This is an optimization exercise on Yosys and OpenROAD, whose aim is small area, a short achievable clock period and few clock cycles per item, not a production implementation.
At most, simulation tests tie the RTL to the original design; equivalence was not proved.

PW:
// proc
module proc(
    i_clk    ,
    i_rstn   ,
    i_en     ,
    i_grant_rd  ,
    i_grant_wr  ,
    i_valid  ,
    i_instr ,
    i_data ,
    o_addr  ,
    o_finish ,
    o_req_rd,
    o_req_wr,
    o_ack    ,
    o_data   ,
    o_wr_size ,
    o_busy
);
Size in the first run: roughly 4500 cells after synthesis, ~49000 um2 of cells after synthesis.
clock: 11.0 ns
lec_check: 0
abc_clock_period_in_ps: 3500
cap_margin: 20
core_margin: 2
core_utilization: 55
slew_margin: 20
synth_hierarchical: 1
standard.sh (not shown) runs the stock make flow with config.mk's settings and CLKGATE_MAP_FILE= SYNTH_SCRIPT=/design/flow/synth_recipe.tcl, a recipe that flattens the netlist after the stock synthesis.
==> flow/flow/run.sh <==
#!/bin/bash
# Own flow: the standard ORFS flow (standard.sh, unchanged synthesis), with
#  - the port buffers made as sky130_fd_sc_hd__buf_1 instead of the default delay buffer,
#  - timing repair (floorplan, CTS, global route) aiming at extra setup slack.
# The make output goes to make.log; ORFS writes each step's log under orfs/logs/.
set -euo pipefail
export BUFFER_PORTS_ARGS="-buffer_cell sky130_fd_sc_hd__buf_1"
export SETUP_SLACK_MARGIN=7
bash standard.sh > make.log 2>&1
PW did not stop at any stage, and its layout met the timing, design-rule and antenna checks.
> inputs changed (PW -> JK)
# PW
export LEC_CHECK = 0
export ABC_CLOCK_PERIOD_IN_PS = 3500
export CAP_MARGIN = 20
export CORE_MARGIN = 2
export CORE_UTILIZATION = 55
export SLEW_MARGIN = 20
export SYNTH_HIERARCHICAL = 1
create_clock -name core_clock -period 11.0 [get_ports {i_clk}]
# JK
export LEC_CHECK = 0
export ABC_CLOCK_PERIOD_IN_PS = 3500
export CAP_MARGIN = 20
export CORE_MARGIN = 2
export CORE_UTILIZATION = 55
export CTS_BUF_LIST = sky130_fd_sc_hd__clkbuf_4 sky130_fd_sc_hd__clkbuf_8
export SLEW_MARGIN = 20
export SYNTH_HIERARCHICAL = 1
create_clock -name core_clock -period 11.0 [get_ports {i_clk}]
Having completed the whole flow, JK delivered a layout that passed the timing, design-rule and antenna checks.
Post-route cell area: JK vs PW down 870 um2
There was hardly any difference in hold slack between PW and JK.
The final reports for JK and PW show number of buffers inserted by post-CTS setup repair lower in the former.
Comparing JK and PW, the higher first-pass GRT wire length was measured on PW.
Sort JK and PW by routed wire length asc -> top: JK
Relative to PW, clock buffer count has increased by 65 in JK.
Initial core utilization: JK vs PW, no meaningful difference
Relative to PW, signed area change from the synthesized netlist to the final layout has gone down in JK.
No run of this note included a check of the RTL's function; only the layout flow was run.

---

Another version of the RTL of proc (not shown whole).
Size: roughly 320 I/O pins, roughly 42000 um^2 of cells after synthesis.
clock: 11.0 ns
lec_check: 0
cap_margin: 20
core_margin: 2
core_utilization: 65
slew_margin: 20
synth_hierarchical: 1
tns_end_percent: 10
==> flow/flow/run.sh <==
#!/bin/bash
# Own flow: the standard ORFS flow (standard.sh, unchanged synthesis), with
#  - the port buffers made as sky130_fd_sc_hd__buf_1 instead of the default delay buffer,
#  - timing repair (floorplan, CTS, global route) aiming at extra setup slack,
#  - clock tree synthesis without dummy loads.
# The make output goes to make.log; ORFS writes each step's log under orfs/logs/.
set -euo pipefail
export BUFFER_PORTS_ARGS="-buffer_cell sky130_fd_sc_hd__buf_1"
export SETUP_SLACK_MARGIN=7.3
export CTS_ARGS="-sink_clustering_enable -repair_clock_nets -sink_clustering_size 8 -sink_clustering_max_diameter 40 -buf_list {sky130_fd_sc_hd__clkbuf_4} -dont_use_dummy_load"
bash standard.sh > make.log 2>&1
Testbench counts at the start, summed over its fixed seeds: cycles 21,430, items 15,905.
Edit:
==> flow/flow/run.sh (replaced) <==
#!/bin/bash
# Own flow: the standard ORFS flow (standard.sh, unchanged synthesis), with
#  - the port buffers made as sky130_fd_sc_hd__buf_1 instead of the default delay buffer,
#  - timing repair (floorplan, CTS, global route) aiming at extra setup slack.
# The make output goes to make.log; ORFS writes each step's log under orfs/logs/.
set -euo pipefail
export BUFFER_PORTS_ARGS="-buffer_cell sky130_fd_sc_hd__buf_1"
export SETUP_SLACK_MARGIN=7.3
bash standard.sh > make.log 2>&1
Settings changed: CTS_BUF_LIST set to sky130_fd_sc_hd__clkbuf_4 sky130_fd_sc_hd__clkbuf_8, TNS_END_PERCENT 10 to not set.
The new run went through all stages and came out clean.
Final area climbs by about 7%.
Core utilization increases by 5.2 points.
Routed wire length goes up by 5.3%.
Edit:
--- a/flow/flow/run.sh
+++ b/flow/flow/run.sh
@@ -3,3 +3,4 @@
 #  - the port buffers made as sky130_fd_sc_hd__buf_1 instead of the default delay buffer,
-#  - timing repair (floorplan, CTS, global route) aiming at extra setup slack.
+#  - timing repair (floorplan, CTS, global route) aiming at extra setup slack,
+#  - clock tree synthesis without dummy loads.
 # The make output goes to make.log; ORFS writes each step's log under orfs/logs/.
@@ -8,2 +9,3 @@
 export SETUP_SLACK_MARGIN=7.3
+export CTS_ARGS="-sink_clustering_enable -repair_clock_nets -sink_clustering_size 12 -sink_clustering_max_diameter 60 -buf_list {sky130_fd_sc_hd__clkbuf_8 sky130_fd_sc_hd__clkbuf_16} -dont_use_dummy_load"
 bash standard.sh > make.log 2>&1
Settings changed: CORE_UTILIZATION 65 to 55, CTS_BUF_LIST sky130_fd_sc_hd__clkbuf_4 sky130_fd_sc_hd__clkbuf_8 to not set.
Utilization came out lower by 11 points.
Cell count climbs by 1.4%.
Final area increases by 1.5%.
Setup slack loses 0.14 ns.
Routed wire length came out higher by 3.6%.
Area after synthesis does not change.
Via count goes down by 1.9%.
Non-clock buffer count is higher by 81.
Global-route usage falls by 4.5 points.
Edit:
--- a/flow/flow/run.sh
+++ b/flow/flow/run.sh
@@ -9,3 +9,3 @@
 export SETUP_SLACK_MARGIN=7.3
-export CTS_ARGS="-sink_clustering_enable -repair_clock_nets -sink_clustering_size 12 -sink_clustering_max_diameter 60 -buf_list {sky130_fd_sc_hd__clkbuf_8 sky130_fd_sc_hd__clkbuf_16} -dont_use_dummy_load"
+export CTS_ARGS="-sink_clustering_enable -repair_clock_nets -sink_clustering_size 8 -sink_clustering_max_diameter 40 -buf_list {sky130_fd_sc_hd__clkbuf_4} -dont_use_dummy_load"
 bash standard.sh > make.log 2>&1
Settings changed: CORE_UTILIZATION 55 to 65, PLACE_DENSITY set to 0.85.
After rerunning: The new run passed the timing, design-rule and antenna checks. Register-to-register slack gains 0.06 ns. Cell count drops by 3.3%. Maximum frequency climbs by 3.2%.

==> separate check: timing with driven ports <==
Ports are ideal in the flow. The routed layouts listed here were re-timed in OpenROAD. Step 1 (the two cells are an assumption about what drives the block):
set clk [get_ports {i_clk}]
set_driving_cell -lib_cell sky130_fd_sc_hd__clkbuf_16 $clk
set_driving_cell -lib_cell sky130_fd_sc_hd__buf_2 [delete_from_list [all_inputs] $clk]
Step 2 also shifts input and output timing later by t, the mid clock arrival at the registers, as if the neighbouring blocks saw the same clock. a / b / c = ideal ports / drivers / drivers and shift; a / b = the first two.
run | t, ns | setup slack, ns | worst setup path at the end
PW | 0.726 | 6.826 / 6.874 / 6.149 | input to register
JK | 0.880 | 6.963 / 6.951 / 6.071 | input to register
the first run of note 2 | 0.942 | 7.185 / 7.152 / 6.283 | input to register
the second run of note 2 | 0.789 | 7.220 / 7.223 / 6.434 | input to register
the third run of note 2 | 0.661 | 7.078 / 7.104 / 6.442 | input to register
the fourth run of note 2 | 0.966 | 7.199 / 7.234 / 6.280 | input to register
After both steps every run listed still meets setup and hold. For the fourth run of note 2, which loses most, drivers alone change the setup slack by +0.035 ns; drivers and shift together by -0.919 ns.
